From an optimization exercise on the open Yosys and OpenROAD flow, aimed at small area and a short achievable clock period; shortcuts taken in it are not production practice.
Where RTL was checked, it was by simulation tests only, not by an equivalence proof against the original.
No functional check of the RTL was part of run 2.

==> flow/design.v (outline; a module is shown in full before it is edited, if it fits) <==
// module fa: 6 lines
// module FPU: 1310 lines
module FPU(clk, A, B, opcode, O, flags);
  // ...
==> flow/run.sh <==
#!/bin/bash
# synth_recipe.tcl (not shown) runs the flow's synth.tcl, then flattens the netlist and writes it again
# the make line also repeats each setting of config.mk as NAME=value (left out here)
make -C /OpenROAD-flow-scripts/flow DESIGN_CONFIG=/design/flow/config.mk WORK_HOME=/design/flow/orfs CLKGATE_MAP_FILE= SYNTH_SCRIPT=/design/flow/synth_recipe.tcl finish
==> flow/config.mk <==
export PLATFORM = sky130hd
export DESIGN_NAME = FPU
export DESIGN_NICKNAME = FPU
export VERILOG_FILES = /design/flow/design.v
export SDC_FILE = /design/flow/constraint.sdc
export NUM_CORES = 4
export LEC_CHECK = 0
export ABC_AREA = 1
export CAP_MARGIN = 20
export CORE_MARGIN = 2
export CORE_UTILIZATION = 55
export SETUP_SLACK_MARGIN = 2
export SLEW_MARGIN = 20
export SYNTH_HIERARCHICAL = 1
export SYNTH_MINIMUM_KEEP_SIZE = 0
==> flow/constraint.sdc <==
create_clock -name core_clock -period 21.0 [get_ports {clk}]
set_input_delay 4.2000 -clock core_clock [delete_from_list [all_inputs] [get_ports {clk}]]
set_output_delay 4.2000 -clock core_clock [all_outputs]
set_load 0.01 [all_outputs]
==> results_dict.tcl, run 1 <==
set metrics [dict create \
    seq_share_pct 0.492 \
    grt_use_met1_pct 57.3 \
    gp_congestion 1.04 \
    gr-usage-met2_pct 63.4 \
    layout_common_cells "nand2_1 (543), o22ai_1 (346), xor2_1 (308)" \
    layout.nonclk_buf_share_pct 7.03 \
    worstHoldPathType "input port to register" \
    grt_setup_unrepaired "true" \
    cts.sinks 6 \
    synth_edf_count 0 \
    cpMostUsedCell "nand2_1" \
    drv_cap 0 \
    critPathMaxStageDelay_ns 0.77 \
    pre_cts_slack_ns 1.46 \
    clk_pin_slew_ns 0.04 \
    drt-total-wl_um 94000 \
    io_buffers 105 \
    synth_top_family_by_area "adder cells" \
    holdPathEnd "inf_A" \
    n_antenna_cell 4 \
    synth.yosys.seq_area_share_pct 0.536 \
    tns_ns 0 \
    io_pins 106 \
    outcome "finished clean" \
    multi_input_comb_cells 2630 \
    period_needed_ns 18.66 \
]
==> run 2, diff against run 1 <==
--- a/flow/design.v
+++ b/flow/design.v
@@ -166,17 +166,17 @@
 	assign dba_s[3] = dba_p[3] ^ dba_G2_m1;
 	assign dba_s[4] = dba_p[4] ^ dba_G3_m1;
 	assign dba_s[5] = dba_p[5] ^ dba_G4_m1;
 	assign dba_s[6] = dba_p[6] ^ dba_G5_m1;
 	assign dba_s[7] = dba_p[7] ^ dba_G6_m1;
 	wire dba_co = dba_G7_m1;
 	wire [7:0]  d_ab = dab_s;
 	wire [7:0]  d_ba = dba_s;
-	wire [7:0]  diff = swap ? d_ba : d_ab;
+	wire [7:0]  diff = dab_co ? d_ab : d_ba;
 	wire [23:0] big_m   = swap ? mb : ma;
 	wire [23:0] small_m = swap ? ma : mb;
 	wire [7:0]  big_e   = swap ? eb : ea;
 	wire        big_s   = swap ? sy : sx;
 	wire        eff_sub = sx ^ sy;
 	wire [23:0] aligned = (|diff[7:5]) ? 24'd0 : (small_m >> diff[4:0]);
 	wire [24:0] add_x = {1'b0, big_m};
 	wire [24:0] add_y = {1'b0, aligned} ^ {25{eff_sub}};
@@ -348,19 +348,79 @@
 	wire lz_c1_1 = lz_v2 ? lz_c2_0 : lz_c17_0;
 	wire lz_c1_2 = lz_v2 ? lz_c2_1 : lz_c17_1;
 	wire lz_c1_3 = lz_v2 ? lz_c2_2 : lz_c17_2;
 	wire lz_v = lz_v1;
 	wire [4:0] lz_cnt = {~lz_v2, lz_c1_0, lz_c1_1, lz_c1_2, lz_c1_3};
 	wire none = ~lz_v;
 	wire [4:0] lshift = none ? 5'd0 : lz_cnt;
 	wire [23:0] m5 = sum[23:0] << lshift;
-	wire [6:0] ae_lo = {2'b00, big_e[4:0]} + (sum[24] ? 7'd1 : -{2'b00, lshift});
-	wire [2:0] ae_hi = ae_lo[6] ? big_e[7:5] - 3'd1 : (ae_lo[5] ? big_e[7:5] + 3'd1 : big_e[7:5]);
-	wire [7:0]  add_e = {ae_hi, ae_lo[4:0]};
+	wire [7:0] ae_y = ~{3'b000, lshift};
+	wire [7:0] aes_g = big_e & ae_y;
+	wire [7:0] aes_p = big_e ^ ae_y;
+	wire aes_G0_m1 = aes_g[0] | (aes_p[0] & 1'b1);
+	wire aes_G2_1 = aes_g[2] | (aes_p[2] & aes_g[1]);
+	wire aes_P2_1 = aes_p[2] & aes_p[1];
+	wire aes_G4_3 = aes_g[4] | (aes_p[4] & aes_g[3]);
+	wire aes_P4_3 = aes_p[4] & aes_p[3];
+	wire aes_G6_5 = aes_g[6] | (aes_p[6] & aes_g[5]);
+	wire aes_P6_5 = aes_p[6] & aes_p[5];
+	wire aes_G1_m1 = aes_g[1] | (aes_p[1] & aes_G0_m1);
+	wire aes_G2_m1 = aes_G2_1 | (aes_P2_1 & aes_G0_m1);
+	wire aes_G5_3 = aes_g[5] | (aes_p[5] & aes_G4_3);
+	wire aes_P5_3 = aes_p[5] & aes_P4_3;
+	wire aes_G6_3 = aes_G6_5 | (aes_P6_5 & aes_G4_3);
+	wire aes_P6_3 = aes_P6_5 & aes_P4_3;
+	wire aes_G3_m1 = aes_g[3] | (aes_p[3] & aes_G2_m1);
+	wire aes_G4_m1 = aes_G4_3 | (aes_P4_3 & aes_G2_m1);
+	wire aes_G5_m1 = aes_G5_3 | (aes_P5_3 & aes_G2_m1);
+	wire aes_G6_m1 = aes_G6_3 | (aes_P6_3 & aes_G2_m1);
+	wire aes_G7_m1 = aes_g[7] | (aes_p[7] & aes_G6_m1);
+	wire [7:0] aes_s;
+	assign aes_s[0] = aes_p[0] ^ 1'b1;
+	assign aes_s[1] = aes_p[1] ^ aes_G0_m1;
+	assign aes_s[2] = aes_p[2] ^ aes_G1_m1;
+	assign aes_s[3] = aes_p[3] ^ aes_G2_m1;
+	assign aes_s[4] = aes_p[4] ^ aes_G3_m1;
+	assign aes_s[5] = aes_p[5] ^ aes_G4_m1;
+	assign aes_s[6] = aes_p[6] ^ aes_G5_m1;
+	assign aes_s[7] = aes_p[7] ^ aes_G6_m1;
+	wire aes_co = aes_G7_m1;
+	wire [7:0] ae_z = 8'd0;
+	wire [7:0] aei_g = big_e & ae_z;
+	wire [7:0] aei_p = big_e ^ ae_z;
+	wire aei_G0_m1 = aei_g[0] | (aei_p[0] & 1'b1);
+	wire aei_G2_1 = aei_g[2] | (aei_p[2] & aei_g[1]);
+	wire aei_P2_1 = aei_p[2] & aei_p[1];
+	wire aei_G4_3 = aei_g[4] | (aei_p[4] & aei_g[3]);
+	wire aei_P4_3 = aei_p[4] & aei_p[3];
+	wire aei_G6_5 = aei_g[6] | (aei_p[6] & aei_g[5]);
+	wire aei_P6_5 = aei_p[6] & aei_p[5];
+	wire aei_G1_m1 = aei_g[1] | (aei_p[1] & aei_G0_m1);
+	wire aei_G2_m1 = aei_G2_1 | (aei_P2_1 & aei_G0_m1);
+	wire aei_G5_3 = aei_g[5] | (aei_p[5] & aei_G4_3);
+	wire aei_P5_3 = aei_p[5] & aei_P4_3;
+	wire aei_G6_3 = aei_G6_5 | (aei_P6_5 & aei_G4_3);
+	wire aei_P6_3 = aei_P6_5 & aei_P4_3;
+	wire aei_G3_m1 = aei_g[3] | (aei_p[3] & aei_G2_m1);
+	wire aei_G4_m1 = aei_G4_3 | (aei_P4_3 & aei_G2_m1);
+	wire aei_G5_m1 = aei_G5_3 | (aei_P5_3 & aei_G2_m1);
+	wire aei_G6_m1 = aei_G6_3 | (aei_P6_3 & aei_G2_m1);
+	wire aei_G7_m1 = aei_g[7] | (aei_p[7] & aei_G6_m1);
+	wire [7:0] aei_s;
+	assign aei_s[0] = aei_p[0] ^ 1'b1;
+	assign aei_s[1] = aei_p[1] ^ aei_G0_m1;
+	assign aei_s[2] = aei_p[2] ^ aei_G1_m1;
+	assign aei_s[3] = aei_p[3] ^ aei_G2_m1;
+	assign aei_s[4] = aei_p[4] ^ aei_G3_m1;
+	assign aei_s[5] = aei_p[5] ^ aei_G4_m1;
+	assign aei_s[6] = aei_p[6] ^ aei_G5_m1;
+	assign aei_s[7] = aei_p[7] ^ aei_G6_m1;
+	wire aei_co = aei_G7_m1;
+	wire [7:0]  add_e = sum[24] ? aei_s : aes_s;
 	wire [22:0] add_m = sum[24] ? sum[23:1] : m5[22:0];
 	wire [31:0] add_out = {big_s, add_e, add_m};
 	wire [7:0] es_g = ea & eb;
 	wire [7:0] es_p = ea ^ eb;
 	wire es_G0_m1 = es_g[0] | (es_p[0] & 1'b1);
 	wire es_G2_1 = es_g[2] | (es_p[2] & es_g[1]);
 	wire es_P2_1 = es_p[2] & es_p[1];
 	wire es_G4_3 = es_g[4] | (es_p[4] & es_g[3]);
@@ -1260,34 +1320,42 @@
 	assign p[40] = m_fhp[22] ^ m_fhG21_m1;
 	assign p[41] = m_fhp[23] ^ m_fhG22_m1;
 	assign p[42] = m_fhp[24] ^ m_fhG23_m1;
 	assign p[43] = m_fhp[25] ^ m_fhG24_m1;
 	assign p[44] = m_fhp[26] ^ m_fhG25_m1;
 	assign p[45] = m_fhp[27] ^ m_fhG26_m1;
 	assign p[46] = m_fhp[28] ^ m_fhG27_m1;
 	assign p[47] = m_fhp[29] ^ m_fhG28_m1;
-	wire mok = ~p[46] & (e0 != 8'd0);
-	reg [2:0]  mk;
-	reg [22:0] mm;
-	always @(*) begin
-		mk = 3'd0;
-		mm = p[45:23];
-		if (mok) begin
-			if (p[45])      begin mk = 3'd1; mm = p[44:22]; end
-			else if (p[44]) begin mk = 3'd2; mm = p[43:21]; end
-			else if (p[43]) begin mk = 3'd3; mm = p[42:20]; end
-			else if (p[42]) begin mk = 3'd4; mm = p[41:19]; end
-			else if (p[41]) begin mk = 3'd5; mm = p[40:18]; end
-		end
-	end
-	wire [4:0] me_lo = {2'b00, e0[2:0]} + (p[47] ? 5'd1 : -{2'b00, mk});
-	wire [4:0] me_hi = me_lo[4] ? e0[7:3] - 5'd1 : (me_lo[3] ? e0[7:3] + 5'd1 : e0[7:3]);
-	wire [7:0] mul_e = {me_hi, me_lo[2:0]};
-	wire [22:0] mul_m = p[47] ? p[46:24] : mm;
+	wire mok = ~p[47] & ~p[46] & (e0 != 8'd0);
+	wire hr = p[47];
+	wire h1 = mok & p[45];
+	wire h2 = mok & ~p[45] & p[44];
+	wire h3 = mok & ~p[45] & ~p[44] & p[43];
+	wire h4 = mok & ~p[45] & ~p[44] & ~p[43] & p[42];
+	wire h5 = mok & ~p[45] & ~p[44] & ~p[43] & ~p[42] & p[41];
+	wire h0 = ~(hr | h1 | h2 | h3 | h4 | h5);
+	wire [22:0] mul_m = ({23{hr}} & p[46:24]) | ({23{h0}} & p[45:23]) |
+	                    ({23{h1}} & p[44:22]) | ({23{h2}} & p[43:21]) |
+	                    ({23{h3}} & p[42:20]) | ({23{h4}} & p[41:19]) |
+	                    ({23{h5}} & p[40:18]);
+	wire [3:0] el_r = {1'b0, e0[2:0]} + 4'd1;
+	wire [3:0] el_0 = {1'b0, e0[2:0]};
+	wire [3:0] el_1 = {1'b0, e0[2:0]} - 4'd1;
+	wire [3:0] el_2 = {1'b0, e0[2:0]} - 4'd2;
+	wire [3:0] el_3 = {1'b0, e0[2:0]} - 4'd3;
+	wire [3:0] el_4 = {1'b0, e0[2:0]} - 4'd4;
+	wire [3:0] el_5 = {1'b0, e0[2:0]} - 4'd5;
+	wire [4:0] eh_m = e0[7:3] - 5'd1;
+	wire [4:0] eh_p = e0[7:3] + 5'd1;
+	wire [3:0] el = ({4{hr}} & el_r) | ({4{h0}} & el_0) | ({4{h1}} & el_1) |
+	                ({4{h2}} & el_2) | ({4{h3}} & el_3) | ({4{h4}} & el_4) |
+	                ({4{h5}} & el_5);
+	wire [4:0] mul_eh = el[3] ? (hr ? eh_p : eh_m) : e0[7:3];
+	wire [7:0] mul_e = {mul_eh, el[2:0]};
 	wire [31:0] mul_out = {A[31] ^ B[31], mul_e, mul_m};
 	wire a_max = &A[30:23];
 	wire b_max = &B[30:23];
 	wire a_frac_zero = ~|A[22:0];
 	wire b_frac_zero = ~|B[22:0];
 	wire nop = opcode[1] & opcode[0];
 	wire zero_out = nop | (~opcode[1] & opcode[0] & (A == B));
 	wire sel_a = ~zero_out & a_max;
==> flow/flow/run.sh (new file) <==
#!/bin/bash
# Layout flow: the standard flow (standard.sh: ORFS synthesis to the
# final layout), with the input and output port buffers taken from
# sky130_fd_sc_hd__buf_4 instead of the cell buffer_ports picks by itself.
# ORFS writes each step's log under orfs/logs; make's own output goes to
# standard.log here.
set -euo pipefail
bash standard.sh BUFFER_PORTS_ARGS="-buffer_cell sky130_fd_sc_hd__buf_4" finish > standard.log 2>&1
==> flow/standard.sh (new file) <==
#!/bin/bash
# synth_recipe.tcl (not shown) runs the flow's synth.tcl, then flattens the netlist and writes it again
# the make line also repeats each setting of config.mk as NAME=value (left out here)
make -C /OpenROAD-flow-scripts/flow DESIGN_CONFIG=/design/flow/config.mk WORK_HOME=/design/flow/orfs CLKGATE_MAP_FILE= SYNTH_SCRIPT=/design/flow/synth_recipe.tcl "${@:-finish}"
==> flow/config.mk (replaced) <==
export PLATFORM = sky130hd
export DESIGN_NAME = FPU
export DESIGN_NICKNAME = FPU
export VERILOG_FILES = /design/flow/design.v
export SDC_FILE = /design/flow/constraint.sdc
export NUM_CORES = 4
export LEC_CHECK = 0
export ABC_AREA = 1
export CAP_MARGIN = 20
export CORE_MARGIN = 2
export CORE_UTILIZATION = 50
export SETUP_SLACK_MARGIN = 3
export SLEW_MARGIN = 20
export SYNTH_HIERARCHICAL = 1
export SYNTH_MINIMUM_KEEP_SIZE = 0
removed: flow/run.sh
==> run 2 against run 1 <==
Compared with the run above: sequential share of layout area barely moved; final cell count rose by 1.3%; still clean; flip-flop and latch count did not move; critical path depth fell by 7; critical path type unchanged; non-clock buffer count fell by 3; worst setup slack improved by 1.0 ns; final area fell by 1.9%; highest routed layer unchanged; worst hold slack got worse by 0.44 ns; clock-buffer cell count did not move.
==> results_dict.tcl, run 2 <==
set metrics [dict create \
    outcome "finished clean" \
    synth.distinct_cells 66 \
    holdPathStages 3 \
    synthArstFlopShare_pct 0 \
    cp.arrival_ns 13.42 \
    ys_seq_elements 6 \
    max-slew-margin-rel_pct 24.3 \
    clockBufferDepth 2 \
    synth.yosys.seq_area_share_pct 0.539 \
    die_y_um 215 \
    synth.top_cells.by_count "nand2_1 (599), xor2_1 (320), o22ai_1 (310), inv_1 (292), fa_1 (291)" \
    grt_max_degree 96 \
    drive_above_1_share_pct 10.8 \
    syn_inst 3149 \
    yosys_warnings 7 \
    syn-num-nets 3669 \
    fmax_mhz 56.8 \
    grt_pass1_vias 22600 \
    synthFlopType "dfxtp_1" \
    die-area_sq_um 46300 \
    tns_ns 0 \
    final_area_sq_um 24000 \
    finalSetupViolations 0 \
    layout_setup_ws_ns 3.38 \
    numCtsBuffers 3 \
    cp_max_fo 21 \
    finalHoldViolations 0 \
    die_w_um 215 \
    drcViolationCount 0 \
    cts.sinks 6 \
    io_pins 106 \
    rows 77 \
    ant_nets 0 \
    grt_use_total_pct 39.5 \
    wl_per_cell_um 25.3 \
    drv_cap 0 \
    critPathCaptureType "output pin" \
    core-area_sq_um 44100 \
    ctsHtreeMaxLevel 1 \
    whs_ns 4.27 \
    vias_per_cell 6.39 \
    final_common_cell "nand2_1" \
    synth_area_sq_um 22300 \
    hold_buffers 0 \
    fin_nets 3670 \
    clk_pin_slew_ns 0.04 \
    cts_tree "built" \
    tightest_slew_ns 1.13 \
    drt_iter0_drc 3209 \
    start_kind "input port" \
    drtPass1Iterations 8 \
    cpMostUsedCell "nand2_1" \
    yosysTopAreaCellShare_pct 26.1 \
    areaGrowthSynthToFinish_pct 7.49 \
    synth_area_leaders "fa_1 (26%), xor2_1 (13%), nand2_1 (10%), ha_1 (9.1%), o22ai_1 (8.7%)" \
    slew_viol_final 0 \
    yosysMostFrequentCell "nand2_1" \
    grt_overflow 0 \
    placed_cell_area_sq_um 23500 \
    critPathRequiredTime_ns 16.80 \
    dp_hpwl_um 74600 \
    synth_edf_count 0 \
    final_cells 3741 \
    crit_slowest_cell "nor2_2" \
    dp_cells 3716 \
    period_needed_ns 17.62 \
    syn_area_per_cell_sq_um 7.08 \
    drt-total-wl_um 94600 \
    gp_congestion 1.05 \
    layout_common_cells "nand2_1 (597), xor2_1 (318), o22ai_1 (310)" \
    worstHoldPathType "input port to register" \
    critPathMaxStageDelay_ns 0.80 \
    io_buffers 105 \
    synth_largest_area_cell "fa_1" \
    grt_first_pass_wirelength_um 140000 \
    start_util_pct 50.5 \
    pre_cts_slack_ns 2.20 \
    grt_setup_unrepaired "false" \
    period_share_pct 83.9 \
    antenna_found_initial 3 \
    path_class "input port to output pin" \
    num_vias 23900 \
    cts_root_buffer "clkbuf_16" \
]
==> run 2: cell count changes in the layout (fill, tap and decap cells not counted), moves of 21 or more <==
cell / delta
nand2_1: +54
buf_4: +103
nor2_1: +21
o21ai_1: +21
o22ai_1: -36
nand3_1: -23
a21oi_1: -54
clkdlybuf4s50_1: -89
==> run 2: per-module statistics from Yosys, one instance, submodules excluded <==
module / cells inside / area [sq um] / flops+latches / copies in the design
fa: 1 / 20.0 / 0 / 264
FPU: 2885 / 17000 / 6 / 1
==> run 2: cell families (layout without fill, tap and decap cells) <==
logic type	after synthesis	after routing	share of synthesized area [%]
XOR/XNOR	352	352	13.9
buffers and inverters	530	526	9.66
AND/OR/NAND/NOR	1087	1089	21.2
adder cells (fa/ha/maj)	453	453	35.2
AO/OA/AOI/OAI	717	718	19.3
multiplexers	4	4	0.180
flip-flops	6	6	0.539
other	0	1	0
==> run 2: path summary, 6_finish.rpt <==
| check | to | startpoint | slack (ns) |
|---|---|---|---|
| worst max-delay path | O[18] | B[5] | 3.38 |
| worst min-delay path | S | A[31] | 4.27 |
==> run 2: through the flow <==
step                util (%)
detailed placement      53.2
finish                  54.3
floorplan                  -
CTS                     53.5
global placement        53.2
global route            54.3
==> run 2: final cells by class <==
| cell class | instances | area, sq um |
|---|---|---|
| fill | 4496 | 20200 |
| timing repair buffer | 179 | 1410 |
| multi-input combinational | 2616 | 20300 |
| antenna | 1 | 2.50 |
| inverter | 342 | 1320 |
| clock buffer | 3 | 75.1 |
| sequential | 6 | 120 |
| timing repair inverter | 2 | 10.0 |
| tap | 592 | 741 |
==> run 2: critical path, delay by kind of cell <==
family | cells | cell delay [ns]
adder cells (fa/ha/maj) | 5 | 1.94
AO/OA/AOI/OAI | 7 | 1.69
buffers and inverters | 5 | 1.00
AND/OR/NAND/NOR | 22 | 4.50
==> run 2: per-layer routing <==
metal | global-route usage, % | share of wire (%) | vias to the layer above
met4 | 14.3 | 4.6 | 4
met5 | 0 | 0.024 | -
met1 | 55.1 | 41 | 11400
met2 | 58.9 | 42 | 1631
li1 | - | - | 10600
met3 | 10.1 | 13 | 265
==> run 2: repair_timing <==
item	CTS	global route
gates cloned	1	6
setup buffers	1	13
pin swaps	0	8
gates resized for setup	7	63
endpoints found under the setup margin	19	31

[port drivers added, routing unchanged]
The flow's constraints put no driver on any port. The routed layouts listed below were extracted and timed again, unchanged, in two steps.
Step 1 assumes that a clkbuf_16 drives the clock port and a buf_2 every other input.
Step 2, shift: input delay + t, output delay - t, t = (earliest + latest rising clock arrival at the registers) / 2. This alone moves slack from input paths to output paths.
Three values: ideal ports, drivers, drivers and shift; two values: the first two.
run | shift t [ns] | slack for setup (ns) | latest minus earliest clock arrival (ns)
run 1 | 0.270 | 2.340 / 2.313 / 2.313 | 0.011 / 0.011
run 2 | 0.259 | 3.381 / 3.345 / 3.345 | 0.001 / 0.001
After both steps every run listed still meets setup and hold. The setup slack of run 2, which loses most, moves by -0.036 ns with the drivers and by -0.036 ns with both steps.
